Background: an optimization exercise with open tools, aiming at small area. Do not read the settings as production practice.
In this exercise RTL edits were held to simulation tests only and were not proved equivalent to the original.
No activity file was given, so power comes from the tool's default toggle rates.

## the baseline
## SecA2B_n3k32_1
module SecA2B_n3k32_1(
    input  wire          clk_i,
    input  wire          rst_ni,
    input  wire          i_dvld,
    input  wire          i_rvld,
    input  wire [1055:0] i_n,
    input  wire   [95:0] i_a,
    output wire   [95:0] o_z,
    output wire          o_dvld);
For scale: about 19,000 cells after synthesis, about 1,300 I/O pins, roughly 0.34 mm2 of cells after synthesis.
==> flow/config.mk <==
export PLATFORM = sky130hd
export DESIGN_NAME = SecA2B_n3k32_1
export DESIGN_NICKNAME = SecA2B_n3k32_1
export VERILOG_FILES = /design/flow/design.v
export SDC_FILE = /design/flow/constraint.sdc
export NUM_CORES = 8
export LEC_CHECK = 0
export CAP_MARGIN = 20
export CORE_MARGIN = 2
export CORE_UTILIZATION = 65
export CTS_CLUSTER_DIAMETER = 80
export CTS_CLUSTER_SIZE = 30
export PLACE_DENSITY = 0.75
export SETUP_SLACK_MARGIN = 0.05
export SLEW_MARGIN = 20
==> flow/constraint.sdc <==
create_clock -name core_clock -period 5.0 [get_ports {clk_i}]
set_input_delay 1.0000 -clock core_clock [delete_from_list [all_inputs] [get_ports {clk_i}]]
set_output_delay 1.0000 -clock core_clock [all_outputs]
set_load 0.01 [all_outputs]
standard.sh (not shown) runs the stock make flow with config.mk's settings and CLKGATE_MAP_FILE= SYNTH_SCRIPT=/design/flow/synth_recipe.tcl, a recipe that flattens the netlist after the stock synthesis.
==> flow/flow/run.sh <==
#!/bin/bash
# Own layout flow: the standard layout (standard.sh), with two changes.
#  1. After the standard synthesis, the combinational logic between the
#     registers is mapped again by ABC for area (remap.tcl).  The registers
#     stay as the standard synthesis made them: same instances, names and
#     cell types.
#  2. Placement buffers the ports with sky130_fd_sc_hd__buf_1 cells.
# Each tool's output goes to a log file of its own in this folder.
set -euo pipefail
R=orfs/results/${FLOW_PLATFORM}/SecA2B_n3k32_1/base
LIB=${FLOW_HOME}/platforms/${FLOW_PLATFORM}/lib/sky130_fd_sc_hd__tt_025C_1v80.lib

bash standard.sh synth > 1_synth_standard.log 2>&1
cp ${R}/1_2_yosys.v ${R}/1_2_yosys_standard.v

REMAP_IN=${R}/1_2_yosys_standard.v REMAP_OUT=${R}/1_2_yosys.v REMAP_LIB=${LIB} \
  REMAP_ABC=flow/area.abc REMAP_TOP=${FLOW_TOP} \
  yosys -c flow/remap.tcl > 1_remap_yosys.log 2>&1
rm -f ${R}/1_synth.odb

BUFFER_PORTS_ARGS="-buffer_cell sky130_fd_sc_hd__buf_1" \
  bash standard.sh finish > 2_layout_standard.log 2>&1
==> flow/flow/area.abc <==
strash
dch
map -a
topo
==> flow/flow/remap.tcl <==
# Map the combinational logic of the standard synthesis netlist again, for
# area.  Sequential cells and tie cells are kept as black boxes, so every
# register keeps its instance name, cell type and connections.
yosys -import
read_liberty -overwrite -ignore_miss_func -setattr liberty_cell $::env(REMAP_LIB)
read_verilog -overwrite $::env(REMAP_IN)
hierarchy -top $::env(REMAP_TOP)
setattr -mod -set blackbox 1 sky130_fd_sc_hd__df* sky130_fd_sc_hd__edf* sky130_fd_sc_hd__sdf* sky130_fd_sc_hd__sedf* sky130_fd_sc_hd__dl* sky130_fd_sc_hd__conb*
tee -o remap_before.txt stat
flatten
opt_clean -purge
techmap
opt -fast -purge
abc -liberty $::env(REMAP_LIB) -script $::env(REMAP_ABC) \
  -dont_use sky130_fd_sc_hd__probe_p_8 -dont_use sky130_fd_sc_hd__probec_p_8 \
  -dont_use *lpflow* -dont_use *clkdlybuf* -dont_use *dlygate* -dont_use *dlymetal*
opt_clean -purge
hilomap -singleton -hicell sky130_fd_sc_hd__conb_1 HI -locell sky130_fd_sc_hd__conb_1 LO
splitnets
opt_clean -purge
insbuf -buf sky130_fd_sc_hd__buf_4 A X
yosys rename -enumerate -pattern remap_%_ w:$* c:$*
tee -o remap_after.txt stat
check
write_verilog -noattr -nohex -nodec $::env(REMAP_OUT)
The flow completed for the baseline, but it is not clean: the layout still shows antenna violations.
Modified inputs, the candidate compared to the baseline
- CTS_CLUSTER_DIAMETER changed from 80 to 100
- CORE_UTILIZATION changed from 65 to 70
- PLACE_DENSITY changed from 0.75 to 0.78
==> flow/flow/run.sh <==
#!/bin/bash
# Own layout flow: the standard layout (standard.sh), with these changes.
#  1. After the standard synthesis, the combinational logic between the
#     registers is mapped again by ABC for area (remap.tcl).  The registers
#     stay as the standard synthesis made them: same instances, names and
#     cell types.
#  2. Placement buffers the ports with sky130_fd_sc_hd__buf_1 cells.
#  3. If the routed layout still has an antenna violation, placement and
#     routing are run again with the placement density moved by 0.01.
# Each tool's output goes to a log file of its own in this folder.
set -euo pipefail
R=orfs/results/${FLOW_PLATFORM}/SecA2B_n3k32_1/base
REP=orfs/reports/${FLOW_PLATFORM}/SecA2B_n3k32_1/base
LIB=${FLOW_HOME}/platforms/${FLOW_PLATFORM}/lib/sky130_fd_sc_hd__tt_025C_1v80.lib

bash standard.sh synth > 1_synth_standard.log 2>&1
cp ${R}/1_2_yosys.v ${R}/1_2_yosys_standard.v

REMAP_IN=${R}/1_2_yosys_standard.v REMAP_OUT=${R}/1_2_yosys.v REMAP_LIB=${LIB} \
  REMAP_ABC=flow/area.abc REMAP_TOP=${FLOW_TOP} \
  yosys -c flow/remap.tcl > 1_remap_yosys.log 2>&1
rm -f ${R}/1_synth.odb

export BUFFER_PORTS_ARGS="-buffer_cell sky130_fd_sc_hd__buf_1"
PD=$(sed -n 's/^export PLACE_DENSITY = //p' config.mk)
PD=${PD:-0.6}
n=0
for d in 0 -0.01 0.01 -0.02 0.02; do
  n=$((n + 1))
  dens=$(python3 -c "print(round(${PD} + (${d}), 3))")
  bash standard.sh PLACE_DENSITY=${dens} route > 2_layout_try${n}.log 2>&1
  if ! grep -q VIOLATED ${REP}/drt_antennas.log; then
    break
  fi
  # placement onwards again, at the next density
  rm -f ${R}/3_3_* ${R}/3_4_* ${R}/3_5_* ${R}/3_place.* ${R}/4_* ${R}/5_*
done
bash standard.sh PLACE_DENSITY=${dens} finish > 3_finish_standard.log 2>&1
The baseline ran in full, but the layout does not pass; the checks complain about antenna violations. The candidate finished every step from synthesis to the final layout, and the layout passed the timing, DRC and antenna checks. The candidate reports a lower arrival time at the worst endpoint than the baseline does. The baseline has lower share of the core filled with cells in the final layout than the candidate. The relative area of non-clock buffer cells in the final design of the baseline and that of the candidate are within noise of each other. Final non-filler cell total: the candidate < the baseline. Between the baseline and the candidate, the difference in multi-input combinational area share is negligible. Leakage power of the design delta for the candidate relative to the baseline: 1.0% lower. The candidate vs the baseline, post-layout instance area went down by 0.91%. From the baseline to the candidate, hold-fix buffer count after cts did not move at all. Route | the candidate vs the baseline | wire shorter in the candidate. Comparing the baseline with the candidate, the number of nets in the finished design came out essentially unchanged.

-- afterwards: timing with drivers on the ports --
The flow's constraints put no driver on any port. The routed layouts listed below were extracted and timed again, unchanged, in two steps. Step 1, drivers: a clkbuf_16 drives clk_i and a buf_2 each remaining input, both assumed. Step 2 also shifts input and output timing later by t, the mid clock arrival at the registers, as if the neighbouring blocks saw the same clock. a / b / c = ideal ports / drivers / drivers and shift; a / b = the first two.
run | t, ns | slack for setup (ns) | pins driven straight from the clock port
the baseline | 1.134 | 1.020 / 0.891 / 1.675 | 1
the candidate | 1.118 | 1.113 / 0.983 / 1.664 | 1
